Optimization exercise on an open flow, not production practice.
RTL: at most simulated, not proved equivalent.
Function not checked: run 1.
Power: default activity.

### flow/flow/run.sh
#!/bin/bash
# The standard layout, with plain buffers (not delay cells) on the ports.
set -euo pipefail
export BUFFER_PORTS_ARGS="-buffer_cell sky130_fd_sc_hd__buf_1"
bash standard.sh > flow_make.log 2>&1
### flow/standard.sh
#!/bin/bash
# synth_recipe.tcl (not shown) runs the flow's synth.tcl, then flattens the netlist and writes it again
# the make line also repeats each setting of config.mk as NAME=value (left out here)
make -C /OpenROAD-flow-scripts/flow DESIGN_CONFIG=/design/flow/config.mk WORK_HOME=/design/flow/orfs CLKGATE_MAP_FILE= SYNTH_SCRIPT=/design/flow/synth_recipe.tcl "${@:-finish}"
### flow/config.mk
export PLATFORM = sky130hd
export DESIGN_NAME = projectCPU2020
export DESIGN_NICKNAME = projectCPU2020
export VERILOG_FILES = /design/flow/design.v
export SDC_FILE = /design/flow/constraint.sdc
export NUM_CORES = 4
export LEC_CHECK = 0
export CAP_MARGIN = 20
export CORE_MARGIN = 2
export CORE_UTILIZATION = 40
export SETUP_SLACK_MARGIN = 2.8
export SLEW_MARGIN = 20
### flow/constraint.sdc
create_clock -name core_clock -period 6.0 [get_ports {clk}]
set_input_delay 1.2000 -clock core_clock [delete_from_list [all_inputs] [get_ports {clk}]]
set_output_delay 1.2000 -clock core_clock [all_outputs]
set_load 0.01 [all_outputs]
### flow/design.v
module projectCPU2020(
  clk,
  rst,
  wrEn,
  data_fromRAM,
  addr_toRAM,
  data_toRAM,
  PC,
  W
);
input clk, rst;
input wire [15:0] data_fromRAM;
output reg [15:0] data_toRAM;
output reg wrEn;
output reg [12:0] addr_toRAM;
output reg [12:0] PC;
output reg [15:0] W;
localparam S_D = 2'd0, S_I = 2'd1, S_E = 2'd2, S_K = 2'd3;
reg [1:0] state;
reg [2:0] opcode;
wire [2:0]  op_in = data_fromRAM[15:13];
wire        a_zero = (data_fromRAM[12:0] == 13'd0);
wire [15:0] s = data_fromRAM;
wire [12:0] pc_inc = PC + 13'd1;
wire [3:0]  n = s[3:0];
wire        c_shr = ~|s[15:4];                  
wire        c_shl = ~|s[15:5] & s[4];           
wire        c_ror = ~|s[15:6] & s[5] & ~s[4];   
wire        left = ~(c_shr | c_ror);
wire [3:0]  r = left ? (~n + 4'd1) : n;
wire [15:0] x1 = r[0] ? {W[0], W[15:1]} : W;
wire [15:0] x2 = r[1] ? {x1[1:0], x1[15:2]} : x1;
wire [15:0] x4 = r[2] ? {x2[3:0], x2[15:4]} : x2;
wire [15:0] x8 = r[3] ? {x4[7:0], x4[15:8]} : x4;
reg  [15:0] t, keep;
integer k;
always @* begin
  for (k = 0; k < 16; k = k + 1)
    t[k] = (k >= n);
  for (k = 0; k < 16; k = k + 1)
    keep[k] = ~(c_shr | c_shl) | (c_shl & t[k]) | (c_shr & t[15-k]);
end
wire [15:0] w_shift = x8 & keep;
reg [15:0] w_alu;
always @* begin
  case (opcode)
    3'b000: w_alu = W + s;
    3'b001: w_alu = ~(W | s);
    3'b010: w_alu = w_shift;
    3'b011: w_alu = {15'd0, W > s};
    3'b101: w_alu = s;
    default: w_alu = W;
  endcase
end
wire sel_pc = (state == S_K) || (state == S_E && opcode != 3'b111);
wire a_or = |{data_fromRAM[12:2], data_fromRAM[0]};
wire st_d = (state == S_D);
wire st_i = (state == S_I);
always @* begin
  data_toRAM = W;
  addr_toRAM = 13'd0;
  if (!rst) begin
    addr_toRAM = sel_pc ? pc_inc : data_fromRAM[12:0];
    if (!sel_pc && st_d && !a_or) addr_toRAM[1] = 1'b1;
  end
  wrEn = !rst && ((st_d && op_in == 3'b110 && (a_or || data_fromRAM[1])) ||
                  (st_i && opcode == 3'b110));
end
always @(posedge clk) begin
  if (rst) begin
    state <= S_D;
    opcode <= 3'd0;
    PC <= 13'd0;
    W <= 16'd0;
  end else begin
    case (state)
      S_D: begin
        opcode <= op_in;
        state <= a_zero ? S_I : S_E;
      end
      S_I: state <= S_E;
      S_E: begin
        state <= (opcode == 3'b100 && s == 16'd0) ? S_K : S_D;
        PC <= addr_toRAM;
        W <= w_alu;
      end
      default: begin
        state <= S_D;
        PC <= addr_toRAM;
      end
    endcase
  end
end
endmodule
==> impl_metrics.yaml, run 1 <==
timing:
  tns_ns: 0
  finalClockSkew_ns: 0.00426
  slew_viol_final: 0
  rsz0062_at_grt: "true"
  fmax_mhz: 271
  setup_viol: 0
  finalCritPeriodShare_pct: 61.4
  relSlewSlack_pct: 34.0
  hold_viol_final: 0
  fin_crit_ns: 3.68
  tightest_slew_ns: 0.983
global_routing:
  overflow: 0
  grt_pass1_wl_um: 27800
  first_global_vias: 5011
  grt_usage_pct: 27.2
  antenna_found_initial: 0
  grt_max_degree: 28
logic_synthesis:
  synth_xor_area_share_pct: 4.83
  post-synth-top-area-cell: "dfxtp_1"
  synth_edf_count: 0
  synthFlopType: "dfxtp_1"
  async_flop_share_pct: 0
  synthAdderAreaFrac_pct: 13.3
  synth_mux_area_share_pct: 20.1
  ys_seq_area_share_pct: 13.8
  syn_area_um2: 4950
  syn_nets: 678
  synth_top_family_by_area: "compound AO/OA/AOI/OAI gates"
  synthCells: 608
  synthSimpleGateAreaFrac_pct: 18.0
  syn_area_per_cell_um2: 8.14
  ys_seq_elements: 34
  yosys.cell_types.count: 62
  synth-compound-area-share_pct: 21.8
  synthTopCellsByArea: "dfxtp_1, ha_1, mux4_2"
  yosysWarnings: 1
  synth_top_area_share_pct: 13.8
drt:
  avgViaCountPerCell: 6.22
  routed-via-count: 5274
  drt-pass1-iter-count: 5
  drc: 0
  ant_nets: 0
  drt-total-wl_um: 18200
  wl_per_cell_um: 21.5
  drtIter0Drc: 574
place:
  port_buffers: 76
  routabilityCongestion: 0.961
  hpwl_um: 13100
floorplanning:
  die_w_um: 115
  start_util_pct: 41.0
  io_pins: 77
  dieArea_um2: 13300
  num_rows: 40
  die_height_um: 115
  core_um2: 12100
cells_and_area:
  fillerInstances: 1155
  nNetsFinal: 749
  syn_to_final_growth_pct: 23.4
  n_antenna_cell: 0
  drive_gt1_share_pct: 22.4
clocking:
  tritoncts: "built"
  clk_pin_slew_ns: 0.06
  cts_hold_buf: 0
  htreeDepth: 2
  insertion_delay_ns: 0.29
  cts_buffer_depth: 2
  clock_sinks: 34
  cts_buffers: 5
  cts-root-buf: "clkbuf_16"
worst_setup_path:
  cp_num_cells: 8
  critPathCapture: "addr_toRAM[1]"
  reg2reg_to: "W[15]$_SDFFE_PP0P_"
  path_cells: "buf_12 > nor4_4 > buf_4 > and2_4 > and4_4 > nand3_2 > a21oi_2 > buf_2"
  crit_start: "data_fromRAM[8]"
  cp_top_family: "simple AND/OR/NAND/NOR gates"
  endpoint_kind: "output pin"
  reg2reg_from: "W[1]$_SDFFE_PP0P_"
  critPathKind: "in2out"
  startpoint_type: "input pin"
  max_stage_delay_ns: 0.25
  cp_max_fo: 3
  r2r_setup_slack_ns: 3.02
  cpMaxStageDelayCell: "and4_4"
  critical_path_required_ns: 4.80
  critPathArrivalTime_ns: 2.48
  reg2regPathDepth: 9
  crit_buf_inv: 3
power:
  p_per_area_nw_per_um2: 177
  leakagePower_nw: 2.34
  total_power_mw: 1.08
  vdd_ir_drop_max_v: 0.0000969
run:
  cap_violations: 0
hold_path:
  hold_class: "reg2reg"
outcome:
  status: "timing/DRC/antenna clean"
## kinds of logic after synthesis
| logic type | Yosys count |
|---|---|
| simple gates | 182 |
| fa+ha+maj | 52 |
| xor+xnor | 23 |
| mux | 60 |
| buf+inv | 91 |
| flops | 34 |
| compound gates | 166 |
## cell type report
type	count	area, um2	area share (%)
Tap cell	168	210	3.44
Clock buffer	7	143	2.34
Sequential cell	34	701	11.5
Timing Repair Buffer	111	727	11.9
Inverter	44	179	2.93
Clock inverter	1	5.00	0.0820
Multi-Input combinational cell	483	4140	67.8
## how the worst min path moves through the flow
stage / from / end / slack [ns] / depth (start not counted)
floorplan: PC[12]$_SDFFE_PP0N_ / PC[12]$_SDFFE_PP0N_ / 0.55 / 2
global placement: PC[12]$_SDFFE_PP0N_ / PC[12]$_SDFFE_PP0N_ / 0.53 / 2
detailed placement: PC[12]$_SDFFE_PP0N_ / PC[12]$_SDFFE_PP0N_ / 0.54 / 2
CTS: PC[12]$_SDFFE_PP0N_ / PC[12]$_SDFFE_PP0N_ / 0.54 / 2
global route: PC[12]$_SDFFE_PP0N_ / PC[12]$_SDFFE_PP0N_ / 0.56 / 2
finish: PC[12]$_SDFFE_PP0N_ / PC[12]$_SDFFE_PP0N_ / 0.54 / 2
## registers in the layout (all words and copies together), names as in the netlist
register / count
W: 16
PC: 13
opcode: 3
state: 2
## power by group
group	internal [mW]	switching, mW	leakage, nW
clock	0.165	0.106	0.0739
combinational	0.229	0.284	1.98
sequential	0.243	0.0560	0.283
## synth_stat cells, drive strengths merged, types with 12 or more instances
library cell  instances
nor3                 13
nand3                19
nor2                 62
a211oi               18
nand2                41
buf                  23
xnor2                18
mux4                 28
clkbuf               24
o21ai                41
o22ai                12
mux2i                29
a21oi                39
inv                  42
dfxtp                34
ha                   51
## metrics by stage
step / cells / cell area, um2 / hold slack [ns] / setup WS [ns] / util, %
floorplan: 608 / 5010 / 0.550 / 2.54 / -
global placement: 810 / 5280 / 0.527 / 1.62 / 43.8
detailed placement: 810 / 5290 / 0.537 / 1.59 / 43.8
CTS: 841 / 5920 / 0.544 / 2.34 / 49.1
global route: 848 / 6110 / 0.564 / 2.28 / 50.6
finish: 848 / 6110 / 0.538 / 2.32 / 50.6
## routing by layer
metal	up-vias	part of all wire [%]	global-route usage (%)
met4	0	3.7	9.56
met2	327	46	43.5
li1	2369	-	-
met3	56	9.4	6.17
met1	2522	41	36.1
met5	-	0	0
## worst min-delay path, delay by kind of cell, from the launching register on
| kind | cells | cell delay, ns |
|---|---|---|
| flip-flops | 1 | 0.33 |
| AO/OA/AOI/OAI | 1 | 0.12 |
| AND/OR/NAND/NOR | 1 | 0.04 |
## timing repair
item	CTS	global route
pin swaps	17	12
setup endpoints to repair	30	28
resized for setup	89	38
setup buffers	23	7
## placed cells by master (no fill, tap or decap), types with 6 or more instances in the layout
cell type and count:
inv_1 40, nand2_1 40, o21ai_0 32, dfxtp_1 26, buf_4 31, ha_1 48
xnor2_1 15, buf_1 56, a211oi_2 6, nor2_1 62, a21oi_1 35, mux4_2 26
buf_2 8, o22ai_1 12, a211oi_1 8, a31oi_1 7, buf_12 8, o211ai_1 8
nand3_1 13, nand2b_1 8, o21ai_1 7, nor3_1 11, mux2i_1 27
==> inputs of run 2 (changes only) <==
--- a/flow/design.v
+++ b/flow/design.v
@@ -18,15 +18,14 @@
 localparam S_D = 2'd0, S_I = 2'd1, S_E = 2'd2, S_K = 2'd3;
 reg [1:0] state;
 reg [2:0] opcode;
-wire [2:0]  op_in = data_fromRAM[15:13];
-wire        a_zero = (data_fromRAM[12:0] == 13'd0);
 wire [15:0] s = data_fromRAM;
+wire [2:0]  op_in = s[15:13];
+wire        a_zero = (s[12:0] == 13'd0);
 wire [12:0] pc_inc = PC + 13'd1;
 wire [3:0]  n = s[3:0];
 wire        c_shr = ~|s[15:4];                  
 wire        c_shl = ~|s[15:5] & s[4];           
-wire        c_ror = ~|s[15:6] & s[5] & ~s[4];   
-wire        left = ~(c_shr | c_ror);
+wire        left = (|s[15:6]) | s[4];           
 wire [3:0]  r = left ? (~n + 4'd1) : n;
 wire [15:0] x1 = r[0] ? {W[0], W[15:1]} : W;
 wire [15:0] x2 = r[1] ? {x1[1:0], x1[15:2]} : x1;
@@ -53,24 +52,21 @@
   endcase
 end
 wire sel_pc = (state == S_K) || (state == S_E && opcode != 3'b111);
-wire a_or = |{data_fromRAM[12:2], data_fromRAM[0]};
 wire st_d = (state == S_D);
 wire st_i = (state == S_I);
+wire a_or = |{s[12:2], s[0]};
 always @* begin
   data_toRAM = W;
-  addr_toRAM = 13'd0;
-  if (!rst) begin
-    addr_toRAM = sel_pc ? pc_inc : data_fromRAM[12:0];
-    if (!sel_pc && st_d && !a_or) addr_toRAM[1] = 1'b1;
-  end
-  wrEn = !rst && ((st_d && op_in == 3'b110 && (a_or || data_fromRAM[1])) ||
-                  (st_i && opcode == 3'b110));
+  addr_toRAM = sel_pc ? pc_inc : s[12:0];
+  if (st_d && !a_or) addr_toRAM[1] = 1'b1;
+  wrEn = (st_d && op_in == 3'b110 && (a_or || s[1])) ||
+         (st_i && opcode == 3'b110);
 end
 always @(posedge clk) begin
   if (rst) begin
-    state <= S_D;
+    state <= S_K;
     opcode <= 3'd0;
-    PC <= 13'd0;
+    PC <= 13'h1fff;
     W <= 16'd0;
   end else begin
     case (state)
==> flow/flow/run.sh (replaced) <==
#!/bin/bash
# The standard layout, except:
#  - synthesis is ORFS's own synthesis script, run with a different ABC
#    script (flow/remap.abc: area recovery under a delay target) in place of
#    abc_speed.script; everything else in synthesis, and the registers, stay
#    as the standard synthesis makes them;
#  - the ports get plain buffers (buf_1) instead of delay cells.
set -euo pipefail
here=$(pwd)
rm -rf "$here/scripts_custom"
cp -r "$FLOW_HOME/scripts" "$here/scripts_custom"
cp "$here/flow/remap.abc" "$here/scripts_custom/abc_speed.script"
SCRIPTS_DIR="$here/scripts_custom" bash standard.sh synth > make_synth.log 2>&1
export BUFFER_PORTS_ARGS="-buffer_cell sky130_fd_sc_hd__buf_1"
bash standard.sh > make_layout.log 2>&1
==> flow/flow/remap.abc (new file) <==
strash
balance -l; resub -K 6 -l; rewrite -l; resub -K 6 -N 2 -l; refactor -l; resub -K 8 -l; balance -l; resub -K 8 -N 2 -l; rewrite -l; resub -K 10 -l; rewrite -z -l; resub -K 10 -N 2 -l; balance -l; resub -K 12 -l; refactor -z -l; resub -K 12 -N 2 -l; rewrite -z -l; balance -l
dch
map -D 1000
topo
==> impl_metrics.yaml, run 2 <==
cells_and_area:
  reg.largest.list: "W: 16 flops, PC: 13 flops, opcode: 3 flops"
  largest_register: "W"
  fillerInstances: 975
  mostFrequentLayoutCells: "nand2_1, clkinv_1, a21oi_1"
  syn_to_final_growth_pct: 47.3
  layoutNonFillerInstCount: 955
  n_antenna_cell: 0
  nNetsFinal: 888
  register_area_um2: 689
  final_core_util_pct: 60.0
  final_common_cell: "nand2_1"
  multiInputGateArea_um2: 3650
  final_area_um2: 6140
  largest_reg_flops: 16
  drive_gt1_share_pct: 25.6
drt:
  drc: 0
  routed-via-count: 5677
  drtIter0Drc: 479
  drt-pass1-iter-count: 5
  wl_per_cell_um: 19.4
  drt-total-wl_um: 18500
  avgViaCountPerCell: 5.94
  ant_nets: 0
worst_setup_path:
  r2r_setup_slack_ns: 2.74
  startpoint_type: "input pin"
  critical_path_required_ns: 4.80
  crit_start: "data_fromRAM[11]"
  critPathKind: "in2out"
  critPathArrivalTime_ns: 2.43
  reg2reg_from: "opcode[0]$_SDFFE_PP0P_"
  reg2regPathDepth: 7
  reg2reg_to: "W[0]$_SDFFE_PP0P_"
  cp_max_fo: 2
  endpoint_kind: "output pin"
logic_synthesis:
  yosysMostFrequentCell: "nand2_1"
  async_flop_share_pct: 0
  synthAdderAreaFrac_pct: 15.8
  synth_common_cells: "nand2_1, clkinv_1, a21oi_1"
  ys_seq_area_share_pct: 16.3
  synthSimpleGateAreaFrac_pct: 21.5
  synth_mux_area_share_pct: 0
  synth_top_family_by_area: "compound AO/OA/AOI/OAI gates"
  syn_area_um2: 4170
  syn_area_per_cell_um2: 6.24
  synthCells: 668
  post-synth-top-area-cell: "dfxtp_1"
  synthFlopType: "dfxtp_1"
  synth_top_area_share_pct: 16.3
  ys_seq_elements: 34
  syn_nets: 738
  synthTopCellsByArea: "dfxtp_1, ha_1, a21oi_1"
  synth_edf_count: 0
  yosys.cell_types.count: 34
  synth_xor_area_share_pct: 1.26
  yosysWarnings: 1
  synth-compound-area-share_pct: 33.3
hold_path:
  min_path_cells: 2
  min_from: "PC[11]$_SDFFE_PP1N_"
  hold_class: "reg2reg"
  min_to: "PC[11]$_SDFFE_PP1N_"
timing:
  setup_viol: 0
  rsz0062_at_grt: "true"
  finalClockSkew_ns: 0.00930
  worst_slack_ns: 2.37
  relSlewSlack_pct: 41.8
  slew_viol_final: 0
  holdWs_ns: 0.519
  finalCritPeriodShare_pct: 60.5
  tns_ns: 0
  hold_viol_final: 0
  fin_crit_ns: 3.63
  tightest_slew_ns: 0.870
  fmax_mhz: 275
global_routing:
  grt_pass1_wl_um: 27200
  grt_usage_pct: 30.8
  first_global_vias: 5135
  grt_max_degree: 27
  overflow: 0
  antenna_found_initial: 0
floorplanning:
  core_um2: 10200
  die_height_um: 106
  num_rows: 37
  die_w_um: 106
  start_util_pct: 40.7
  io_pins: 77
  dieArea_um2: 11300
place:
  hpwl_um: 11900
  routabilityCongestion: 0.974
  dp.cells: 869
  port_buffers: 76
  dp_slack_ns: 1.47
  postPlaceCellArea_um2: 4720
outcome:
  status: "timing/DRC/antenna clean"
clocking:
  cts_hold_buf: 0
  clock_sinks: 34
  clk_pin_slew_ns: 0.09
  cts_buffer_depth: 2
  cts-root-buf: "clkbuf_8"
  cts_buffers: 5
  htreeDepth: 2
  tritoncts: "built"
  insertion_delay_ns: 0.30
power:
  total_power_mw: 1.20
  leakagePower_nw: 2.42
  vdd_ir_drop_max_v: 0.000111
  p_per_area_nw_per_um2: 195
run:
  cap_violations: 0
==> run 2: cell types whose count changed in the layout (fill, tap and decap cells not counted), moves of 8 or more <==
cell      before  now
a21oi_1       35   69
a21oi_2        4   20
buf_4         31   52
buf_6          4   19
clkinv_1       1   85
inv_1         40    0
mux2i_1       27    0
mux4_2        26    0
nand2_1       40   99
nand2b_1       8    0
o21ai_0       32   55
o21ai_2        2   13
o22ai_1       12    2
xnor2_1       15    1
==> run 2: cell type report <==
cell class                 instances  area share, %
clock buffer                       5           1.12
clock inverter                     3           1.12
inverter                          99           7.26
multi-input combinational        527           59.5
sequential                        34           11.2
tap                              136           2.77
timing repair buffer             151           17.0
==> run 2: layer usage <==
| metal | global-route usage, % | share of wire (%) | vias up |
|---|---|---|---|
| met5 | 0 | 0 | - |
| met4 | 11.8 | 4.2 | 0 |
| met3 | 5.15 | 9.3 | 70 |
| met2 | 50.7 | 46 | 324 |
| met1 | 40.1 | 41 | 2640 |
| li1 | - | - | 2643 |
==> run 2: what timing repair did <==
action | in CTS | in global routing
gates cloned | 8 | 2
setup buffers | 42 | 26
endpoints found under the setup margin | 30 | 30
pin swaps | 39 | 44
resized for setup | 96 | 84
==> run 2: report_power, final <==
group | internal, mW | leakage, nW | switching, mW | total [mW]
clock | 0.167 | 0.0683 | 0.111 | 0.277
combinational | 0.245 | 2.07 | 0.385 | 0.631
sequential | 0.250 | 0.283 | 0.0404 | 0.290
==> run 2: cells by family (layout without fill, tap and decap cells) <==
logic type,Yosys count,after routing
buf+inv,115,258
compound gates,243,250
simple gates,218,219
flops,34,34
xor+xnor,6,6
fa+ha+maj,52,52
==> run 2: how the worst max path moves through the flow <==
stage                     slack, ns            endpoint
after floorplan                2.53  W[15]$_SDFFE_PP0P_
after global placement         1.53  W[15]$_SDFFE_PP0P_
after detailed placement       1.47  W[15]$_SDFFE_PP0P_
after CTS                      2.31                wrEn
after global routing           2.31                wrEn
final                          2.37                wrEn
==> run 2: worst max-delay path: stages <==
cell and delay [ns]:
buf_8 0.10, nor4_4 0.33, clkinv_2 0.14, nor2_4 0.11, nand4_1 0.17, nor2_4 0.17
o21ai_1 0.07, buf_2 0.14
Testbench counts of run 2, summed over its fixed seeds: cycles 56,242, instructions 26,571.
==> inputs of run 3 (changes only) <==
--- a/flow/flow/remap.abc
+++ b/flow/flow/remap.abc
@@ -3,3 +3,7 @@
 dch
 map -D 1000
 topo
+stime -c
+buffer -c
+upsize -c
+dnsize -c
==> impl_metrics.yaml, run 3 <==
cells_and_area:
  syn_to_final_growth_pct: 38.5
  reg.largest.list: "W: 16 flops, PC: 13 flops, opcode: 3 flops"
  largest_reg_flops: 16
  final_common_cell: "nand2_1"
  drive_gt1_share_pct: 27.7
  mostFrequentLayoutCells: "nand2_1, inv_1, a21oi_1"
  nNetsFinal: 868
  largest_register: "W"
  fillerInstances: 1047
  multiInputGateArea_um2: 3780
  n_antenna_cell: 0
  register_area_um2: 692
drt:
  routed-via-count: 5464
  drt-total-wl_um: 18000
  wl_per_cell_um: 19.2
  ant_nets: 0
  drc: 0
  drtIter0Drc: 497
  avgViaCountPerCell: 5.82
  drt-pass1-iter-count: 5
timing:
  finalClockSkew_ns: 0.0145
  tns_ns: 0
  worst_slack_ns: 2.33
  tightest_slew_ns: 1.07
  fmax_mhz: 273
  hold_viol_final: 0
  finalCritPeriodShare_pct: 61.1
  slew_viol_final: 0
  rsz0062_at_grt: "true"
  relSlewSlack_pct: 28.3
  fin_crit_ns: 3.67
  setup_viol: 0
floorplanning:
  num_rows: 38
  die_height_um: 109
  dieArea_um2: 11900
  io_pins: 77
  core_um2: 10800
  die_w_um: 109
  start_util_pct: 40.9
worst_setup_path:
  endpoint_kind: "output pin"
  crit_start: "data_fromRAM[11]"
  reg2reg_from: "W[1]$_SDFFE_PP0P_"
  r2r_setup_slack_ns: 2.91
  startpoint_type: "input pin"
  critPathArrivalTime_ns: 2.47
  critPathKind: "in2out"
  reg2reg_to: "W[15]$_SDFFE_PP0P_"
  reg2regPathDepth: 17
  critical_path_required_ns: 4.80
  cp_max_fo: 3
  critPathCapture: "wrEn"
logic_synthesis:
  yosys.cell_types.count: 53
  synth_common_cells: "nand2_1, inv_1, a21oi_1"
  yosysMostFrequentCell: "nand2_1"
  synth_edf_count: 0
  syn_area_um2: 4420
  ys_seq_elements: 34
  synthFlopType: "dfxtp_1"
  synthTopCellsByArea: "dfxtp_1, ha_1, a21oi_1"
  yosysWarnings: 1
  syn_nets: 762
  synth_top_area_share_pct: 15.4
  post-synth-top-area-cell: "dfxtp_1"
  syn_area_per_cell_um2: 6.38
  synthCells: 692
  ys_seq_area_share_pct: 15.4
  async_flop_share_pct: 0
clocking:
  cts_buffers: 5
  clock_sinks: 34
  htreeDepth: 2
  clk_pin_slew_ns: 0.08
  insertion_delay_ns: 0.31
  tritoncts: "built"
  cts-root-buf: "clkbuf_8"
  cts_buffer_depth: 2
global_routing:
  grt_max_degree: 25
  grt-busiest-layer: "met2"
  grt_pass1_wl_um: 26600
  grt_usage_pct: 29.2
  use_met1_pct: 37.8
  grt_util_met3_pct: 4.36
  overflow: 0
  first_global_vias: 5075
  gr-usage-met2_pct: 47.3
  antenna_found_initial: 0
power:
  p_per_area_nw_per_um2: 189
  vdd_ir_drop_max_v: 0.000127
  leakagePower_nw: 2.60
  total_power_mw: 1.16
place:
  port_buffers: 76
  routabilityCongestion: 1.04
  hpwl_um: 12100
  dp_slack_ns: 1.57
run:
  cap_violations: 0
outcome:
  status: "timing/DRC/antenna clean"
hold_path:
  hold_class: "reg2reg"
[run 3: changes by cell type after synthesis, sizes merged]
cell | before | now
buf | 16 | 23
clkbuf | 0 | 17
inv | 0 | 96
clkinv | 99 | 3
[run 3: repair_timing]
| action | CTS | global route |
|---|---|---|
| endpoints found under the setup margin | 30 | 29 |
| endpoints found under the hold margin | 0 | 0 |
| resized for setup | 118 | 91 |
| hold buffers | 0 | 0 |
| cloned | 6 | 0 |
| setup buffers | 40 | 12 |
| pin swaps | 58 | 68 |
[run 3: kinds of logic (layout without fill, tap and decap cells)]
logic type | count (synthesis) | count (layout) | synth area share (%)
buf+inv | 139 | 243 | 13.7
xor+xnor | 6 | 6 | 1.61
simple gates | 218 | 218 | 21.3
fa+ha+maj | 52 | 52 | 14.9
flops | 34 | 34 | 15.4
compound gates | 243 | 246 | 33.1
[run 3: metrics by stage]
stage / utilization [%] / hold slack [ns] / cell area [um2] / cells
6_report: 56.7 / 0.530 / 6120 / 939
5_1_grt: 56.7 / 0.594 / 6120 / 939
4_1_cts: 52.4 / 0.535 / 5660 / 927
3_5_place_dp: 43.6 / 0.515 / 4710 / 873
3_3_place_gp: 43.6 / 0.507 / 4710 / 873
2_1_floorplan: - / 0.534 / 4450 / 692
[run 3: area by class of cell]
| type | count | share of cell area (%) |
|---|---|---|
| tap | 140 | 2.86 |
| clock buffer | 5 | 1.12 |
| inverter | 99 | 6.38 |
| multi-input combinational | 522 | 61.8 |
| clock inverter | 3 | 0.736 |
| timing repair buffer | 136 | 15.8 |
| sequential | 34 | 11.3 |
[run 3: worst min path at each step]
stage	startpoint	end	slack [ns]	cells after the start
floorplan	opcode[0]$_SDFFE_PP0P_	opcode[0]$_SDFFE_PP0P_	0.53	2
global placement	PC[12]$_SDFFE_PP1N_	PC[12]$_SDFFE_PP1N_	0.51	2
detailed placement	PC[12]$_SDFFE_PP1N_	PC[12]$_SDFFE_PP1N_	0.52	2
CTS	PC[12]$_SDFFE_PP1N_	PC[12]$_SDFFE_PP1N_	0.54	2
global route	PC[11]$_SDFFE_PP1N_	PC[11]$_SDFFE_PP1N_	0.59	2
finish	PC[12]$_SDFFE_PP1N_	PC[12]$_SDFFE_PP1N_	0.53	2
[run 3: report_power, final]
group	total, mW	internal, mW	switching [mW]
Clock	0.231	0.124	0.107
Combinational	0.636	0.244	0.392
Sequential	0.291	0.250	0.0414
[run 3: routing by layer]
metal,up-vias,part of all wire [%]
met2,271,46
met5,-,0
li1,2565,-
met1,2567,42
met4,0,4.3
met3,61,7.2
[run 3: worst max-delay path: stages]
cell	delay, ns
buf_8	0.10
nor4_4	0.37
inv_2	0.10
nor2_4	0.09
nand4_1	0.18
nor2_2	0.20
o21ai_1	0.08
buf_2	0.14
==> inputs of run 4 (changes only) <==
--- a/flow/flow/remap.abc
+++ b/flow/flow/remap.abc
@@ -3,7 +3,3 @@
 dch
 map -D 1000
 topo
-stime -c
-buffer -c
-upsize -c
-dnsize -c
--- a/flow/config.mk
+++ b/flow/config.mk
@@ -8,5 +8,5 @@
 export CAP_MARGIN = 20
 export CORE_MARGIN = 2
 export CORE_UTILIZATION = 40
-export SETUP_SLACK_MARGIN = 2.8
+export SETUP_SLACK_MARGIN = 1.5
 export SLEW_MARGIN = 20
==> impl_metrics.yaml, run 4 <==
outcome:
  status: "timing/DRC/antenna clean"
timing:
  tns_ns: 0
  fin_crit_ns: 4.32
  rsz0062_at_grt: "false"
  hold_viol_final: 0
  finalClockSkew_ns: 0.0110
  relSlewSlack_pct: 32.8
  holdWs_ns: 0.521
  finalCritPeriodShare_pct: 72.0
  setup_viol: 0
  fmax_mhz: 232
  slew_viol_final: 0
  tightest_slew_ns: 1.00
worst_setup_path:
  max_stage_delay_ns: 0.35
  critPathArrivalTime_ns: 4.53
  cp_num_cells: 17
  critical_path_required_ns: 6.21
  critPathKind: "in2reg"
  path_cells: "buf_1 > inv_4 > ha_1 > clkinv_1 > o21bai_1 > a21oi_1 > o21bai_1 > a21oi_1 > o21bai_1 > a21oi_1 > o21bai_2 > a31oi_1 > o21ai_0 > a21oi_1 > o21ai_0 > a21oi_1 > a211oi_1"
  reg2reg_to: "W[13]$_SDFFE_PP0P_"
  endpoint_kind: "flip-flop"
  cp_max_fo: 8
  cpMaxStageDelayCell: "ha_1"
  reg2reg_from: "W[2]$_SDFFE_PP0P_"
  r2r_setup_slack_ns: 2.38
  critPathCapture: "W[13]$_SDFFE_PP0P_"
  crit_start: "data_fromRAM[2]"
  cp_top_family: "compound AO/OA/AOI/OAI gates"
  crit_buf_inv: 3
  reg2regPathDepth: 16
  cp_common_cell: "a21oi_1"
  startpoint_type: "input pin"
power:
  power.share.clock_pct: 21.4
  switching_share_pct: 47.8
  p_switching_uw: 451
  comb_power_share_pct: 48.0
  vdd_ir_drop_max_v: 0.0000834
  leakagePower_nw: 1.86
  cellInternalPower_uw: 491
  total_power_uw: 942
  p_per_area_nw_per_um2: 200
  seqPwrFrac_pct: 30.6
hold_path:
  hold_class: "reg2reg"
  min_path_cells: 2
  min_from: "PC[11]$_SDFFE_PP1N_"
logic_synthesis:
  ys_seq_elements: 34
  syn_area_per_cell_um2: 6.24
  syn_area_um2: 4170
  yosys.cell_types.count: 34
  synthFlopType: "dfxtp_1"
  synth_top_area_share_pct: 16.3
  synth_edf_count: 0
  synthCells: 668
  yosysMostFrequentCell: "nand2_1"
  async_flop_share_pct: 0
  post-synth-top-area-cell: "dfxtp_1"
  syn_nets: 738
  yosysWarnings: 1
  synthTopCellsByArea: "dfxtp_1, ha_1, a21oi_1"
  synth_common_cells: "nand2_1, clkinv_1, a21oi_1"
  ys_seq_area_share_pct: 16.3
cells_and_area:
  largest_register: "W"
  mostFrequentLayoutCells: "nand2_1, clkinv_1, a21oi_1"
  nNetsFinal: 813
  syn_to_final_growth_pct: 13.1
  final_common_cell: "nand2_1"
  drive_gt1_share_pct: 3.90
  largest_reg_flops: 16
  layoutNonFillerInstCount: 880
  n_antenna_cell: 0
  fillerInstances: 1143
  multiInputGateArea_um2: 3030
  reg.largest.list: "W: 16 flops, PC: 13 flops, opcode: 3 flops"
  register_area_um2: 681
drt:
  drt-pass1-iter-count: 5
  ant_nets: 0
  avgViaCountPerCell: 5.64
  wl_per_cell_um: 17.7
  drt-total-wl_um: 15600
  routed-via-count: 4959
  drc: 0
  drtIter0Drc: 364
clocking:
  cts_buffer_depth: 2
  clk_pin_slew_ns: 0.09
  tritoncts: "built"
  post_cts_buffers: 0
  htreeDepth: 2
  cts_buffers: 5
  cts-root-buf: "clkbuf_8"
  clock_sinks: 34
  insertion_delay_ns: 0.30
floorplanning:
  dieArea_um2: 11300
  die_w_um: 106
  io_pins: 77
  start_util_pct: 40.7
  core_um2: 10200
  die_height_um: 106
  num_rows: 37
global_routing:
  grt_usage_pct: 27.7
  first_global_vias: 4593
  grt_pass1_wl_um: 24400
  overflow: 0
  grt_max_degree: 40
  antenna_found_initial: 0
place:
  dp.cells: 872
  routabilityCongestion: 0.958
  port_buffers: 76
  hpwl_um: 12000
run:
  cap_violations: 0
[run 4: per-stage QoR]
step / util [%] / worst slack [ns] / instance area, um2
detailed placement: 44.7 / 1.07 / 4580
floorplan: - / 1.80 / 4170
CTS: 45.7 / 1.53 / 4670
global placement: 44.7 / 1.14 / 4580
finish: 46.1 / 1.68 / 4710
global route: 46.1 / 1.49 / 4710
[run 4: metal layers]
layer / GRT usage (%) / vias up / part of all wire [%]
li1: - / 2466 / -
met1: 37.7 / 2231 / 45
met2: 44.4 / 229 / 45
met3: 3.43 / 33 / 6.5
met4: 11.0 / 0 / 3.1
met5: 0 / - / 0
[run 4: final cells by class]
type | instances | area share, %
inverter | 99 | 7.96
multi-input combinational | 519 | 64.3
clock inverter | 2 | 0.265
sequential | 34 | 14.4
timing repair buffer | 84 | 7.62
clock buffer | 6 | 1.75
tap | 136 | 3.61
[run 4: worst min-delay path by stage]
| stage | end |
|---|---|
| 2_1_floorplan | opcode[0]$_SDFFE_PP0P_ |
| 3_3_place_gp | PC[3]$_SDFFE_PP1N_ |
| 3_5_place_dp | PC[11]$_SDFFE_PP1N_ |
| 4_1_cts | PC[11]$_SDFFE_PP1N_ |
| 5_1_grt | PC[11]$_SDFFE_PP1N_ |
| 6_report | PC[11]$_SDFFE_PP1N_ |
[run 4: cell families (layout without fill, tap and decap cells)]
kind of cell	count (synthesis)	count (layout)	synth area share [%]
AO/OA/AOI/OAI	243	243	33.3
buffers and inverters	115	191	11.8
XOR/XNOR	6	6	1.26
adder cells (fa/ha/maj)	52	52	15.8
AND/OR/NAND/NOR	218	218	21.5
flip-flops	34	34	16.3
[run 4: power groups by stage]
stage / clock network [mW] / logic (mW) / registers [mW]
floorplan: 0 / 0.302 / 0.293
global placement: 0 / 0.439 / 0.292
detailed placement: 0 / 0.438 / 0.293
CTS: 0.205 / 0.441 / 0.288
global route: 0.211 / 0.506 / 0.293
finish: 0.202 / 0.452 / 0.288
[run 4: what timing repair did]
| action | CTS | global route |
|---|---|---|
| hold buffers | 0 | 0 |
| gates resized for setup | 2 | 11 |
| endpoints found under the setup margin | 3 | 22 |
| pin swaps | 0 | 0 |
[run 4: tightest hold or removal path, stage by stage (launching register included)]
cell      delay (ns)
dfxtp_1         0.33
clkinv_1        0.07
o21ai_0         0.08
==> inputs of run 5 (changes only) <==
--- a/flow/config.mk
+++ b/flow/config.mk
@@ -8,5 +8,5 @@
 export CAP_MARGIN = 20
 export CORE_MARGIN = 2
 export CORE_UTILIZATION = 40
-export SETUP_SLACK_MARGIN = 1.5
+export SETUP_SLACK_MARGIN = 2.2
 export SLEW_MARGIN = 20
==> impl_metrics.yaml, run 5 <==
drt:
  drc: 0
  drt-pass1-iter-count: 5
  avgViaCountPerCell: 5.72
  drt-total-wl_um: 16400
  ant_nets: 0
  wl_per_cell_um: 18.2
  drtIter0Drc: 412
  routed-via-count: 5140
timing:
  fmax_mhz: 265
  setup_viol: 0
  fin_crit_ns: 3.78
  finalCritPeriodShare_pct: 63.0
  relSlewSlack_pct: 22.5
  finalClockSkew_ns: 0.00923
  slew_viol_final: 0
  holdWs_ns: 0.516
  hold_viol_final: 0
  tightest_slew_ns: 1.16
  tns_ns: 0
  rsz0062_at_grt: "true"
power:
  cellInternalPower_uw: 588
  seqPwrFrac_pct: 27.0
  comb_power_share_pct: 46.5
  switching_share_pct: 44.8
  leakagePower_nw: 2.00
  power.share.clock_pct: 26.4
  vdd_ir_drop_max_v: 0.0000926
  p_per_area_nw_per_um2: 209
  p_switching_uw: 478
logic_synthesis:
  synthFlopType: "dfxtp_1"
  yosysMostFrequentCell: "nand2_1"
  synth_top_area_share_pct: 16.3
  yosysWarnings: 1
  async_flop_share_pct: 0
  synth_edf_count: 0
  syn_area_um2: 4170
  syn_area_per_cell_um2: 6.24
  synth_common_cells: "nand2_1, clkinv_1, a21oi_1"
  synthCells: 668
  post-synth-top-area-cell: "dfxtp_1"
  syn_nets: 738
  ys_seq_elements: 34
  synthTopCellsByArea: "dfxtp_1, ha_1, a21oi_1"
  yosys.cell_types.count: 34
  ys_seq_area_share_pct: 16.3
worst_setup_path:
  path_cells: "buf_1 > nor4_4 > clkinv_1 > nor2_2 > nand4_1 > nor2_2 > o21ai_0 > buf_1"
  max_stage_delay_ns: 0.34
  critical_path_required_ns: 4.80
  cp_max_fo: 3
  critPathKind: "in2out"
  startpoint_type: "input pin"
  critPathArrivalTime_ns: 2.58
  crit_buf_inv: 3
  cp_top_family: "simple AND/OR/NAND/NOR gates"
  endpoint_kind: "output pin"
  cpMaxStageDelayCell: "nor4_4"
cells_and_area:
  drive_gt1_share_pct: 11.4
  nNetsFinal: 831
  reg.largest.list: "W: 16 flops, PC: 13 flops, opcode: 3 flops"
  final_common_cell: "nand2_1"
  final_core_util_pct: 49.8
  mostFrequentLayoutCells: "nand2_1, clkinv_1, a21oi_1"
  largest_register: "W"
  largest_reg_flops: 16
  syn_to_final_growth_pct: 22.3
  n_antenna_cell: 0
clocking:
  clk_pin_slew_ns: 0.08
  tritoncts: "built"
  cts-root-buf: "clkbuf_8"
  insertion_delay_ns: 0.31
  cts_buffer_depth: 2
  cts_hold_buf: 0
  cts_buffers: 5
  htreeDepth: 2
  clock_sinks: 34
global_routing:
  grt_pass1_wl_um: 24500
  grt_max_degree: 39
  grt_usage_pct: 28.0
  overflow: 0
  first_global_vias: 4539
  antenna_found_initial: 0
place:
  port_buffers: 76
  hpwl_um: 12000
  routabilityCongestion: 0.969
floorplanning:
  die_w_um: 106
  die_height_um: 106
  start_util_pct: 40.7
  dieArea_um2: 11300
  num_rows: 37
  core_um2: 10200
  io_pins: 77
run:
  cap_violations: 0
hold_path:
  hold_class: "reg2reg"
outcome:
  status: "timing/DRC/antenna clean"
## run 5: cell counts after synthesis
No cell type changed its count.
## run 5: layout make-up
class	count	area (um2)
Fill cell	1060	5130
Multi-Input combinational cell	522	3240
Sequential cell	34	682
Timing Repair Buffer	99	475
Inverter	99	392
Tap cell	136	170
Clock buffer	5	68.8
Clock inverter	3	68.8
## run 5: worst paths after layout
check        depth (start not counted)          startpoint                 end  slack [ns]
min reg2reg                          2  PC[3]$_SDFFE_PP1N_  PC[3]$_SDFFE_PP1N_        0.52
max reg2reg                         18   W[1]$_SDFFE_PP0P_  W[14]$_SDFFE_PP0P_        2.78
min                                  2  PC[3]$_SDFFE_PP1N_  PC[3]$_SDFFE_PP1N_        0.52
max                                  8     data_fromRAM[9]                wrEn        2.22
## run 5: power by group through the flow
stage	clock network, mW	logic [mW]	registers, mW
6_report	0.282	0.496	0.288
5_1_grt	0.292	0.549	0.292
3_3_place_gp	0	0.437	0.290
2_1_floorplan	0	0.303	0.293
3_5_place_dp	0	0.438	0.292
4_1_cts	0.284	0.462	0.287
## run 5: worst reg2reg max path, stage by stage (launching register included)
cell,delay (ns)
dfxtp_1,0.46
clkinv_1,0.23
fa_2,0.43
nor2_2,0.12
nor2_1,0.06
o21bai_1,0.21
nand2_1,0.13
a21boi_2,0.17
o21ai_1,0.09
nand2_1,0.13
a21oi_2,0.09
nor2_2,0.14
o21ai_2,0.08
a21oi_2,0.23
nand4_1,0.18
nand3_1,0.12
nand2_1,0.06
o22ai_2,0.10
a21oi_1,0.08
## run 5: logic make-up after synthesis
kind of cell,Yosys count,share of synthesized area (%)
flops,34,16.3
simple gates,218,21.5
fa+ha+maj,52,15.8
buf+inv,115,11.8
xor+xnor,6,1.26
compound gates,243,33.3
## run 5: routing by layer
metal	GRT usage (%)	part of all wire (%)	up-vias
li1	-	-	2508
met1	38.5	44	2361
met2	44.5	45	234
met3	3.92	7.4	37
met4	10.2	2.9	0
met5	0	0	-
## run 5: repair_timing
item                       4_1_cts  5_1_grt
setup endpoints to repair       30       18
cloned                           2        1
buffers inserted                 7       10
gates resized for setup         31       33
pin swaps                        7       16
## run 5: stage by stage
step                      power (mW)  instance area (um2)  setup slack (ns)  cells
after global routing            1.13                 5100              2.07    898
after detailed placement       0.730                 4570              1.05    870
after floorplan                0.595                 4180              2.23    668
final                           1.07                 5100              2.22    898
after global placement         0.727                 4570              1.08    870
after CTS                       1.03                 4880              2.16    887
==> inputs of run 6 (changes only) <==
==> flow/flow/run.sh (replaced) <==
#!/bin/bash
# The standard layout, with two changes:
#  - synthesis runs ORFS's own synth.tcl, patched (patch_synth.py) so that
#    ABC first maps the logic cone of the memory outputs (addr_toRAM, wrEn)
#    on its own, then the rest; optionally without full-adder extraction.
#    The registers, their cells and names are those of the standard synthesis.
#  - the ports get plain buffers (buf_1) instead of delay cells.
set -euo pipefail
here=$(pwd)
rm -rf "$here/scripts_custom"
cp -r "$FLOW_HOME/scripts" "$here/scripts_custom"
python3 "$here/flow/patch_synth.py" "$here/scripts_custom/synth.tcl"
cp "$FLOW_HOME/scripts/abc_speed.script" "$here/scripts_custom/abc_fast.script"
if [[ -f "$here/flow/main.abc" ]]; then cp "$here/flow/main.abc" "$here/scripts_custom/abc_speed.script"; fi
if [[ -f "$here/flow/no_extract_fa" ]]; then export NO_EXTRACT_FA=1; fi
SCRIPTS_DIR="$here/scripts_custom" bash standard.sh synth > make_synth.log 2>&1
unset NO_EXTRACT_FA
export BUFFER_PORTS_ARGS="-buffer_cell sky130_fd_sc_hd__buf_1"
bash standard.sh > make_layout.log 2>&1
==> flow/flow/no_extract_fa (new file) <==
present: synthesis skips full-adder extraction
==> flow/flow/patch_synth.py (new file) <==
import sys
p = sys.argv[1]
s = open(p).read()
old = "  log_cmd abc {*}$abc_args\n"
new = '''  # the cone of the memory address and write enable: map it on its own first
  select -set oc o:wrEn o:addr_toRAM %ci*:-sky130_fd_sc_hd__dfxtp_1
  log_cmd abc {*}[lreplace $abc_args 1 1 $::env(SCRIPTS_DIR)/abc_fast.script] @oc
  select -clear
  log_cmd abc {*}$abc_args
'''
assert s.count(old) == 1
s = s.replace(old, new)
old = "  extract_fa {*}[dont_use_extract_fa_args]\n"
assert s.count(old) == 1
s = s.replace(old, "  if {![info exists ::env(NO_EXTRACT_FA)]} { extract_fa {*}[dont_use_extract_fa_args] }\n")
open(p, 'w').write(s)
removed: flow/flow/remap.abc
==> impl_metrics.yaml, run 6 <==
outcome:
  status: "timing/DRC/antenna clean"
logic_synthesis:
  syn_area_um2: 4590
  synthFlopType: "dfxtp_1"
  ys_seq_elements: 34
  async_flop_share_pct: 0
  synth_common_cells: "mux2i_1, o21ai_0, a21oi_1"
  post-synth-top-area-cell: "dfxtp_1"
  ys_seq_area_share_pct: 14.8
  syn_nets: 629
  syn_area_per_cell_um2: 7.51
  synthTopCellsByArea: "dfxtp_1, mux2i_1, o21ai_0"
  synth_edf_count: 0
  synthCells: 611
  yosysWarnings: 1
  yosys.cell_types.count: 69
  yosysMostFrequentCell: "mux2i_1"
  synth_top_area_share_pct: 14.8
timing:
  fin_crit_ns: 3.77
  tightest_slew_ns: 0.856
  finalCritPeriodShare_pct: 62.8
  setup_viol: 0
  fmax_mhz: 265
  holdWs_ns: 0.656
  relSlewSlack_pct: 42.4
  rsz0062_at_grt: "true"
  slew_viol_final: 0
  tns_ns: 0
  hold_viol_final: 0
  finalClockSkew_ns: 0.00511
worst_setup_path:
  path_cells: "buf_1 > nor4_1 > nand4_1 > o211ai_1 > buf_1"
  critPathArrivalTime_ns: 2.57
  cp_common_cell: "buf_1"
  max_stage_delay_ns: 0.49
  critPathKind: "in2out"
  cpMaxStageDelayCell: "nor4_1"
  startpoint_type: "input pin"
  endpoint_kind: "output pin"
  critical_path_required_ns: 4.80
  cp_max_fo: 11
power:
  leakagePower_nw: 1.92
  p_switching_uw: 497
  comb_power_share_pct: 44.3
  vdd_ir_drop_max_v: 0.000212
  power.share.clock_pct: 27.2
  p_per_area_nw_per_um2: 226
  seqPwrFrac_pct: 28.5
  switching_share_pct: 43.4
  cellInternalPower_uw: 649
cells_and_area:
  final_common_cell: "buf_1"
  n_antenna_cell: 0
  syn_to_final_growth_pct: 10.4
  nNetsFinal: 648
  largest_register: "W"
  drive_gt1_share_pct: 10.5
  layoutNonFillerInstCount: 774
  mostFrequentLayoutCells: "buf_1, mux2i_1, o21ai_0"
  largest_reg_flops: 16
  fillerInstances: 1149
  final_core_util_pct: 44.7
  reg.largest.list: "W: 16 flops, PC: 13 flops, opcode: 3 flops"
global_routing:
  grt_max_degree: 39
  antenna_found_initial: 0
  grt_pass1_wl_um: 24600
  first_global_vias: 4412
  overflow: 0
  grt_usage_pct: 24.8
clocking:
  cts_buffers: 5
  cts_buffer_depth: 2
  cts-root-buf: "clkbuf_16"
  tritoncts: "built"
  clk_pin_slew_ns: 0.06
  clock_sinks: 34
  insertion_delay_ns: 0.29
  htreeDepth: 2
place:
  hpwl_um: 11500
  port_buffers: 76
  dp.cells: 761
  routabilityCongestion: 1.03
floorplanning:
  num_rows: 39
  die_w_um: 111
  io_pins: 77
  die_height_um: 111
  core_um2: 11300
  start_util_pct: 40.5
  dieArea_um2: 12300
drt:
  drt-pass1-iter-count: 4
  drt-total-wl_um: 16000
  drc: 0
  wl_per_cell_um: 20.6
  drtIter0Drc: 366
  routed-via-count: 4864
  ant_nets: 0
  avgViaCountPerCell: 6.28
hold_path:
  hold_class: "reg2reg"
run:
  cap_violations: 0
## run 6: cell types whose count changed in the layout (fill, tap and decap cells not counted), moves of 24 or more
cell | previous run | this run
a21oi_1 | 84 | 44
o21ai_0 | 78 | 49
clkinv_1 | 90 | 0
nand2_1 | 101 | 32
ha_1 | 49 | 0
nor2_1 | 63 | 39
mux2i_1 | 0 | 62
## run 6: cell families (layout without fill, tap and decap cells)
logic type / Yosys count / in the layout / synth area share, %
multiplexers: 65 / 65 / 14.8
buffers and inverters: 101 / 119 / 10.8
XOR/XNOR: 32 / 34 / 6.28
adder cells (fa/ha/maj): 13 / 13 / 2.84
flip-flops: 34 / 34 / 14.8
AO/OA/AOI/OAI: 187 / 187 / 28.9
AND/OR/NAND/NOR: 179 / 179 / 21.4
## run 6: worst paths after layout
check                            from                   to  slack, ns  cells past startpoint
setup reg to reg    W[5]$_SDFFE_PP0P_   W[12]$_SDFFE_PP0P_       2.84                     10
hold reg to reg   PC[12]$_SDFFE_PP1N_  PC[12]$_SDFFE_PP1N_       0.66                      2
hold / removal    PC[12]$_SDFFE_PP1N_  PC[12]$_SDFFE_PP1N_       0.66                      2
setup / recovery      data_fromRAM[6]        addr_toRAM[1]       2.23                      5
## run 6: power groups by stage
stage,Sequential [mW],Clock (mW),Combinational [mW]
CTS,0.325,0.318,0.491
global placement,0.328,0,0.476
global route,0.331,0.325,0.550
finish,0.327,0.312,0.507
detailed placement,0.330,0,0.483
floorplan,0.297,0,0.389
## run 6: cell type report
class                   count  area, um2  area share, %
clock buffers               5        125           2.47
flip-flops and latches     34        681           13.4
clock inverters             3       45.0          0.890
well taps                 143        179           3.53
repair buffers             88        405           8.01
multi-input cells         478       3540           69.9
inverters                  23       86.3           1.71
## run 6: critical path, delay by kind of cell
family	cells	cell delay, ns
compound gates	1	0.21
buf+inv	2	0.45
simple gates	2	0.70
## run 6: per-stage QoR
stage,power [mW],instance area [um2],setup slack (ns)
floorplan,0.687,4590,2.52
global placement,0.804,4720,1.40
detailed placement,0.812,4720,1.27
CTS,1.13,4950,2.16
global route,1.21,5060,2.14
finish,1.15,5060,2.23
## run 6: repair_timing
item / 4_1_cts / 5_1_grt
hold buffers: 0 / 0
buffers inserted: 1 / 2
cloned: 1 / 1
gates resized for setup: 9 / 15
endpoints found under the setup margin: 30 / 30
pin swaps: 2 / 1
## run 6: routing by layer
metal / part of all wire [%] / vias to the layer above / global-route usage (%)
met5: 0 / - / 0
met4: 2.7 / 0 / 8.40
met3: 7.1 / 41 / 4.92
met2: 46 / 201 / 39.3
met1: 44 / 2332 / 33.8
li1: - / 2290 / -
==> inputs of run 7 (changes only) <==
removed: flow/flow/no_extract_fa
==> impl_metrics.yaml, run 7 <==
outcome:
  status: "timing/DRC/antenna clean"
cells_and_area:
  n_antenna_cell: 0
  fillerInstances: 1295
  final_common_cell: "buf_1"
  mostFrequentLayoutCells: "buf_1, a21oi_1, mux2i_1"
  reg.largest.list: "W: 16 flops, PC: 13 flops, opcode: 3 flops"
  largest_register: "W"
  syn_to_final_growth_pct: 12.5
  final_core_util_pct: 46.4
  largest_reg_flops: 16
  drive_gt1_share_pct: 11.0
  nNetsFinal: 799
power:
  p_per_area_nw_per_um2: 207
  vdd_ir_drop_max_v: 0.000128
  total_power_mw: 1.21
  leakagePower_nw: 2.43
logic_synthesis:
  ys_seq_area_share_pct: 13.0
  synth_edf_count: 0
  syn_area_um2: 5230
  syn_nets: 749
  yosysMostFrequentCell: "a21oi_1"
  synth_top_area_share_pct: 13.0
  ys_seq_elements: 34
  synthCells: 679
  synthTopCellsByArea: "dfxtp_1, ha_1, mux2i_1"
  post-synth-top-area-cell: "dfxtp_1"
  async_flop_share_pct: 0
  yosysWarnings: 1
  synthFlopType: "dfxtp_1"
  synth_common_cells: "a21oi_1, mux2i_1, inv_1"
  syn_area_per_cell_um2: 7.70
  yosys.cell_types.count: 73
timing:
  rsz0062_at_grt: "true"
  fin_crit_ns: 3.80
  holdWs_ns: 0.533
  tns_ns: 0
  hold_viol_final: 0
  finalClockSkew_ns: 0.0125
  tightest_slew_ns: 1.27
  fmax_mhz: 263
  slew_viol_final: 0
  setup_viol: 0
  relSlewSlack_pct: 15.4
  finalCritPeriodShare_pct: 63.3
floorplanning:
  core_um2: 12700
  num_rows: 41
  die_w_um: 118
  dieArea_um2: 14000
  io_pins: 77
  die_height_um: 118
  start_util_pct: 41.3
clocking:
  clock_sinks: 34
  insertion_delay_ns: 0.29
  cts_buffer_depth: 2
  cts-root-buf: "clkbuf_16"
  htreeDepth: 2
  clk_pin_slew_ns: 0.06
  cts_hold_buf: 0
  cts_buffers: 5
  tritoncts: "built"
worst_setup_path:
  critical_path_required_ns: 4.80
  startpoint_type: "input pin"
  critPathKind: "in2out"
  reg2regPathDepth: 5
  critPathArrivalTime_ns: 2.60
  cp_max_fo: 6
  endpoint_kind: "output pin"
drt:
  drc: 0
  routed-via-count: 5764
  drtIter0Drc: 691
  drt-total-wl_um: 19900
  drt-pass1-iter-count: 5
  avgViaCountPerCell: 6.39
  wl_per_cell_um: 22.1
  ant_nets: 0
global_routing:
  grt_max_degree: 29
  grt_usage_pct: 27.1
  antenna_found_initial: 0
  first_global_vias: 5399
  overflow: 0
  grt_pass1_wl_um: 30400
place:
  port_buffers: 76
  routabilityCongestion: 1.02
  hpwl_um: 14800
hold_path:
  min_path_cells: 2
  hold_class: "reg2reg"
run:
  cap_violations: 0
-- run 7: per-stage QoR --
step                      cells  instance area (um2)  setup slack (ns)
after floorplan             679                 5230              2.29
after global placement      886                 5520              1.58
after detailed placement    886                 5520              1.47
after CTS                   897                 5760              2.18
after global routing        902                 5880              2.12
final                       902                 5880              2.20
-- run 7: repair_timing --
action	CTS	global route
resized for setup	12	18
setup buffers	3	5
pin swaps	1	4
setup endpoints to repair	16	28
-- run 7: path summary, 6_finish.rpt --
check	from	to	slack (ns)
hold / removal	PC[12]$_SDFFE_PP1N_	PC[12]$_SDFFE_PP1N_	0.53
setup / recovery	data_fromRAM[5]	wrEn	2.20
hold reg to reg	PC[12]$_SDFFE_PP1N_	PC[12]$_SDFFE_PP1N_	0.53
setup reg to reg	state[1]$_SDFF_PP1_	W[4]$_SDFFE_PP0P_	2.35
-- run 7: area by class of cell --
cell class                 instances  area (um2)  share of cell area (%)
multi-input combinational        539        4190                    71.3
timing repair buffer              94         439                    7.46
clock inverter                     1        5.00                  0.0851
inverter                          55         206                    3.51
clock buffer                       7         143                    2.42
tap                              172         215                    3.66
sequential                        34         681                    11.6
-- run 7: worst max-delay path: stages --
cell and delay [ns]:
buf_1 0.22, nor4_2 0.49, nand3_1 0.12, nor2_1 0.26, o41ai_2 0.15, buf_1 0.16
-- run 7: routing by layer --
metal	routed length, um	part of all wire [%]	track usage [%]	up-vias
met5	0	0	0	-
met4	867	4.4	12.4	0
met3	1840	9.2	5.26	63
met2	8750	44	42.2	364
met1	8460	42	36.1	2721
li1	-	-	-	2616
-- run 7: power by group --
part           switching (mW)  total [mW]  leakage [nW]  internal (mW)
logic                   0.380       0.621          2.07          0.240
registers              0.0660       0.319         0.281          0.253
clock network           0.110       0.275        0.0739          0.165
total                   0.556        1.21          2.43          0.659
-- run 7: kinds of logic after synthesis --
kind of cell | synth area share, %
compound gates | 26.3
xor+xnor | 2.15
fa+ha+maj | 12.6
buf+inv | 9.33
flops | 13.0
mux | 17.8
simple gates | 18.8
==> inputs of run 8 (changes only) <==
==> flow/flow/no_extract_fa (new file) <==
present: synthesis skips full-adder extraction
--- a/flow/config.mk
+++ b/flow/config.mk
@@ -8,5 +8,5 @@
 export CAP_MARGIN = 20
 export CORE_MARGIN = 2
 export CORE_UTILIZATION = 40
-export SETUP_SLACK_MARGIN = 2.2
+export SETUP_SLACK_MARGIN = 2.8
 export SLEW_MARGIN = 20
==> impl_metrics.yaml, run 8 <==
logic_synthesis:
  async_flop_share_pct: 0
  synthTopCellsByArea: "dfxtp_1, mux2i_1, o21ai_0"
  synth_edf_count: 0
  yosysWarnings: 1
  ys_seq_area_share_pct: 14.8
  syn_area_um2: 4590
  syn_area_per_cell_um2: 7.51
  synth_top_area_share_pct: 14.8
  synthFlopType: "dfxtp_1"
  synthCells: 611
  yosys.cell_types.count: 69
  syn_nets: 629
  synth_common_cells: "mux2i_1, o21ai_0, a21oi_1"
  ys_seq_elements: 34
  yosysMostFrequentCell: "mux2i_1"
  post-synth-top-area-cell: "dfxtp_1"
timing:
  slew_viol_final: 0
  finalCritPeriodShare_pct: 58.5
  fin_crit_ns: 3.51
  tightest_slew_ns: 0.876
  rsz0062_at_grt: "true"
  hold_viol_final: 0
  holdWs_ns: 0.625
  setup_viol: 0
  finalClockSkew_ns: 0.00662
  tns_ns: 0
  relSlewSlack_pct: 41.6
  fmax_mhz: 285
cells_and_area:
  drive_gt1_share_pct: 24.4
  mostFrequentLayoutCells: "buf_1, o21ai_0, mux2i_1"
  largest_reg_flops: 16
  nNetsFinal: 693
  syn_to_final_growth_pct: 29.0
  reg.largest.list: "W: 16 flops, PC: 13 flops, opcode: 3 flops"
  final_common_cell: "buf_1"
  final_core_util_pct: 52.3
  largest_register: "W"
  n_antenna_cell: 0
  layoutNonFillerInstCount: 819
floorplanning:
  die_height_um: 111
  core_um2: 11300
  start_util_pct: 40.5
  die_w_um: 111
  io_pins: 77
  num_rows: 39
  dieArea_um2: 12300
worst_setup_path:
  endpoint_kind: "flip-flop"
  crit_start: "data_fromRAM[4]"
  critPathCapture: "W[10]$_SDFFE_PP0P_"
  reg2reg_to: "W[12]$_SDFFE_PP0P_"
  critPathArrivalTime_ns: 3.66
  path_cells: "buf_6 > buf_8 > buf_12 > nor4_4 > a31oi_4 > xnor2_4 > buf_12 > mux2i_2 > mux2i_2 > mux2i_1 > mux2i_1 > a221oi_2 > nor3_1"
  reg2reg_from: "W[5]$_SDFFE_PP0P_"
  cp_max_fo: 10
  max_stage_delay_ns: 0.32
  r2r_setup_slack_ns: 2.82
  reg2regPathDepth: 10
  cpMaxStageDelayCell: "a221oi_2"
  critPathKind: "in2reg"
  startpoint_type: "input pin"
  critical_path_required_ns: 6.14
clocking:
  clk_pin_slew_ns: 0.06
  cts-root-buf: "clkbuf_16"
  cts_buffers: 5
  cts_buffer_depth: 2
  clock_sinks: 34
  tritoncts: "built"
  cts_hold_buf: 0
  insertion_delay_ns: 0.29
  htreeDepth: 2
global_routing:
  antenna_found_initial: 0
  grt_max_degree: 38
  first_global_vias: 4687
  grt_pass1_wl_um: 25800
  grt_usage_pct: 25.9
  overflow: 0
power:
  leakagePower_nw: 2.26
  vdd_ir_drop_max_v: 0.000128
  p_per_area_nw_per_um2: 212
drt:
  wl_per_cell_um: 21.0
  m1WireLength_um: 7040
  avgViaCountPerCell: 6.28
  met3_wirelength_um: 1450
  drc: 0
  drt-pass1-iter-count: 5
  routed-via-count: 5146
  ant_nets: 0
  drtIter0Drc: 397
  met2WireLength_um: 8030
  drt-total-wl_um: 17200
  routed.top_layer: "met4"
place:
  routabilityCongestion: 1.07
  port_buffers: 76
  hpwl_um: 11300
  dp.cells: 762
outcome:
  status: "timing/DRC/antenna clean"
hold_path:
  hold_class: "reg2reg"
run:
  cap_violations: 0
run 8: cell types whose count changed after synthesis, moves of 7 or more:
cell      before  now
or4_1          5   14
nor2b_1       11   19
ha_1          51    0
a21oi_1       61   44
maj3_1         0   13
xnor2_1        7   22
buf_2          3   18
mux2_2         7    0
a211o_1        5   14
inv_1         54   23
nand2_1       47   32
mux4_2        10    2
clkbuf_1      24   32
run 8: where the power goes:
| part | switching, mW | internal [mW] | total (mW) |
|---|---|---|---|
| registers | 0.0796 | 0.253 | 0.333 |
| logic | 0.349 | 0.290 | 0.639 |
| clock network | 0.118 | 0.167 | 0.285 |
run 8: stage by stage:
| step | cell area, um2 | setup slack, ns | total power [mW] |
|---|---|---|---|
| after floorplan | 4620 | 2.56 | 0.690 |
| after global placement | 4730 | 1.53 | 0.799 |
| after detailed placement | 4730 | 1.46 | 0.805 |
| after CTS | 5490 | 2.54 | 1.17 |
| after global routing | 5920 | 2.40 | 1.31 |
| final | 5920 | 2.49 | 1.26 |
run 8: critical path: cells and delay by family:
| family | cells | cell delay (ns) |
|---|---|---|
| compound gates | 2 | 0.53 |
| mux | 4 | 0.88 |
| simple gates | 2 | 0.30 |
| buf+inv | 4 | 0.53 |
| xor+xnor | 1 | 0.20 |
run 8: cell type report:
cell class                 count  area, um2
sequential                    34        693
inverter                      23       86.3
clock inverter                 2       16.3
tap                          143        179
multi-input combinational    477       3800
clock buffer                   6        139
fill                        1036       5400
timing repair buffer         134       1000
run 8: repair_timing:
| item | 4_1_cts | 5_1_grt |
|---|---|---|
| cloned | 3 | 1 |
| resized for setup | 72 | 70 |
| setup endpoints to repair | 31 | 27 |
| buffers inserted | 32 | 13 |
| pin swaps | 29 | 24 |
run 8: worst min path at each step:
stage | startpoint | end | slack, ns | cells after the start
2_1_floorplan | W[3]$_SDFFE_PP0P_ | W[3]$_SDFFE_PP0P_ | 0.59 | 2
3_3_place_gp | PC[12]$_SDFFE_PP1N_ | PC[12]$_SDFFE_PP1N_ | 0.60 | 2
3_5_place_dp | PC[12]$_SDFFE_PP1N_ | PC[12]$_SDFFE_PP1N_ | 0.61 | 2
4_1_cts | PC[12]$_SDFFE_PP1N_ | PC[12]$_SDFFE_PP1N_ | 0.64 | 2
5_1_grt | opcode[1]$_SDFFE_PP0P_ | opcode[1]$_SDFFE_PP0P_ | 0.64 | 2
6_report | opcode[1]$_SDFFE_PP0P_ | opcode[1]$_SDFFE_PP0P_ | 0.62 | 2
run 8: per-layer routing:
layer / global-route usage (%) / vias to the layer above
met5: 0 / -
met2: 40.8 / 269
met1: 34.4 / 2446
li1: - / 2379
met4: 11.8 / 0
met3: 4.98 / 52
run 8: kinds of logic after synthesis:
| family | Yosys count | share of synthesized area [%] |
|---|---|---|
| xor+xnor | 32 | 6.28 |
| compound gates | 187 | 28.9 |
| buf+inv | 101 | 10.8 |
| mux | 65 | 14.8 |
| flops | 34 | 14.8 |
| fa+ha+maj | 13 | 2.84 |
| simple gates | 179 | 21.4 |
==> inputs of run 9 (changes only) <==
--- a/flow/config.mk
+++ b/flow/config.mk
@@ -8,5 +8,5 @@
 export CAP_MARGIN = 20
 export CORE_MARGIN = 2
 export CORE_UTILIZATION = 40
-export SETUP_SLACK_MARGIN = 2.8
+export SETUP_SLACK_MARGIN = 2.5
 export SLEW_MARGIN = 20
==> impl_metrics.yaml, run 9 <==
cells_and_area:
  nNetsFinal: 675
  mostFrequentLayoutCells: "buf_1, o21ai_0, mux2i_1"
  layoutNonFillerInstCount: 801
  drive_gt1_share_pct: 19.3
  largest_reg_flops: 16
  reg.largest.list: "W: 16 flops, PC: 13 flops, opcode: 3 flops"
  final_common_cell: "buf_1"
  syn_to_final_growth_pct: 22.6
  n_antenna_cell: 0
  fillerInstances: 1088
  largest_register: "W"
worst_setup_path:
  reg2reg_to: "W[12]$_SDFFE_PP0P_"
  cp_max_fo: 10
  crit_buf_inv: 2
  critPathArrivalTime_ns: 3.66
  max_stage_delay_ns: 0.51
  cpMaxStageDelayCell: "mux4_2"
  critPathKind: "in2reg"
  path_cells: "clkbuf_4 > nor4_4 > a31oi_4 > xnor2_4 > clkbuf_16 > mux2i_4 > mux2i_2 > mux4_2 > nand2_2 > nand4_1 > a21oi_1 > nor3_1"
  cp_top_family: "multiplexers"
  critical_path_required_ns: 6.16
  reg2regPathDepth: 10
  r2r_setup_slack_ns: 2.92
  endpoint_kind: "flip-flop"
  startpoint_type: "input pin"
  reg2reg_from: "W[5]$_SDFFE_PP0P_"
logic_synthesis:
  synthFlopType: "dfxtp_1"
  ys_seq_area_share_pct: 14.8
  synth_top_area_share_pct: 14.8
  synthCells: 611
  syn_area_per_cell_um2: 7.51
  yosys.cell_types.count: 69
  ys_seq_elements: 34
  synthTopCellsByArea: "dfxtp_1, mux2i_1, o21ai_0"
  async_flop_share_pct: 0
  yosysWarnings: 1
  post-synth-top-area-cell: "dfxtp_1"
  synth_edf_count: 0
  yosysMostFrequentCell: "mux2i_1"
  syn_nets: 629
  synth_common_cells: "mux2i_1, o21ai_0, a21oi_1"
  syn_area_um2: 4590
clocking:
  cts-root-buf: "clkbuf_16"
  insertion_delay_ns: 0.29
  cts_hold_buf: 0
  cts_buffer_depth: 2
  clk_pin_slew_ns: 0.06
  htreeDepth: 2
  tritoncts: "built"
  cts_buffers: 5
  clock_sinks: 34
global_routing:
  overflow: 0
  grt_pass1_wl_um: 24900
  first_global_vias: 4477
  grt_max_degree: 39
  antenna_found_initial: 0
  grt_usage_pct: 25.1
drt:
  drt-pass1-iter-count: 5
  drc: 0
  wl_per_cell_um: 20.8
  ant_nets: 0
  routed-via-count: 5038
  drt-total-wl_um: 16600
  avgViaCountPerCell: 6.29
  drtIter0Drc: 503
timing:
  setup_viol: 0
  finalCritPeriodShare_pct: 58.3
  tightest_slew_ns: 0.883
  hold_viol_final: 0
  fmax_mhz: 286
  relSlewSlack_pct: 40.6
  fin_crit_ns: 3.50
  tns_ns: 0
  finalClockSkew_ns: 0.00679
  slew_viol_final: 0
  rsz0062_at_grt: "true"
floorplanning:
  start_util_pct: 40.5
  core_um2: 11300
  io_pins: 77
  num_rows: 39
  die_w_um: 111
  die_height_um: 111
  dieArea_um2: 12300
outcome:
  status: "timing/DRC/antenna clean"
hold_path:
  min_from: "PC[12]$_SDFFE_PP1N_"
  min_path_cells: 2
  hold_class: "reg2reg"
  min_to: "PC[12]$_SDFFE_PP1N_"
power:
  leakagePower_nw: 2.11
  vdd_ir_drop_max_v: 0.000223
  p_per_area_nw_per_um2: 217
place:
  hpwl_um: 11500
  routabilityCongestion: 1.03
  dp.cells: 761
  port_buffers: 76
run:
  cap_violations: 0
==> run 9: repair_timing <==
action                                  CTS  global route
pin swaps                                 5            19
setup buffers                             8            21
cloned                                    1             2
endpoints found under the setup margin   30            18
resized for setup                        34            75
hold endpoints to repair                  0             0
==> run 9: worst max path at each step <==
stage	start	to	slack [ns]	cells after the start
after floorplan	data_fromRAM[9]	W[8]$_SDFFE_PP0P_	2.52	12
after global placement	data_fromRAM[0]	W[13]$_SDFFE_PP0P_	1.40	10
after detailed placement	data_fromRAM[0]	W[8]$_SDFFE_PP0P_	1.27	11
after CTS	data_fromRAM[4]	W[8]$_SDFFE_PP0P_	2.48	13
after global routing	data_fromRAM[4]	addr_toRAM[1]	2.44	6
final	data_fromRAM[11]	W[8]$_SDFFE_PP0P_	2.50	12
==> run 9: kinds of logic (layout without fill, tap and decap cells) <==
| group | after synthesis | after routing | share of synthesized area (%) |
|---|---|---|---|
| simple gates | 179 | 179 | 21.4 |
| mux | 65 | 65 | 14.8 |
| flops | 34 | 34 | 14.8 |
| buf+inv | 101 | 147 | 10.8 |
| xor+xnor | 32 | 33 | 6.28 |
| fa+ha+maj | 13 | 13 | 2.84 |
| compound gates | 187 | 187 | 28.9 |
==> run 9: metrics by stage <==
stage | worst slack, ns | cell area, um2 | utilization (%) | hold WS [ns] | power, mW
floorplan | 2.52 | 4590 | - | 0.587 | 0.687
global placement | 1.40 | 4720 | 41.7 | 0.601 | 0.804
detailed placement | 1.27 | 4720 | 41.7 | 0.620 | 0.812
CTS | 2.48 | 5150 | 45.5 | 0.637 | 1.15
global route | 2.44 | 5620 | 49.7 | 0.688 | 1.28
finish | 2.50 | 5620 | 49.7 | 0.665 | 1.22
==> run 9: worst reg2reg max path: cells and delay by family (launching register included) <==
family | cells | cell delay, ns
xor+xnor | 1 | 0.22
flops | 1 | 0.78
compound gates | 6 | 1.26
simple gates | 2 | 0.38
mux | 1 | 0.32
==> run 9: cell type report <==
| type | instances | area [um2] | share of cell area, % |
|---|---|---|---|
| Sequential cell | 34 | 681 | 12.1 |
| Clock inverter | 3 | 45.0 | 0.801 |
| Multi-Input combinational cell | 477 | 3750 | 66.6 |
| Tap cell | 143 | 179 | 3.18 |
| Timing Repair Buffer | 116 | 761 | 13.5 |
| Clock buffer | 5 | 125 | 2.23 |
| Inverter | 23 | 86.3 | 1.54 |
==> run 9: metal layers <==
layer  vias to the layer above  wire [um]  track usage [%]
li1                       2355          -                -
met1                      2430       7140             34.6
met2                       218       7950             40.1
met3                        35       1150             4.26
met4                         0        397             8.31
met5                         -          0                0
==> run 9: where the power goes <==
part	internal [mW]	switching [mW]	total, mW
logic	0.245	0.330	0.575
registers	0.253	0.0817	0.334
clock network	0.196	0.113	0.309
total	0.693	0.525	1.22
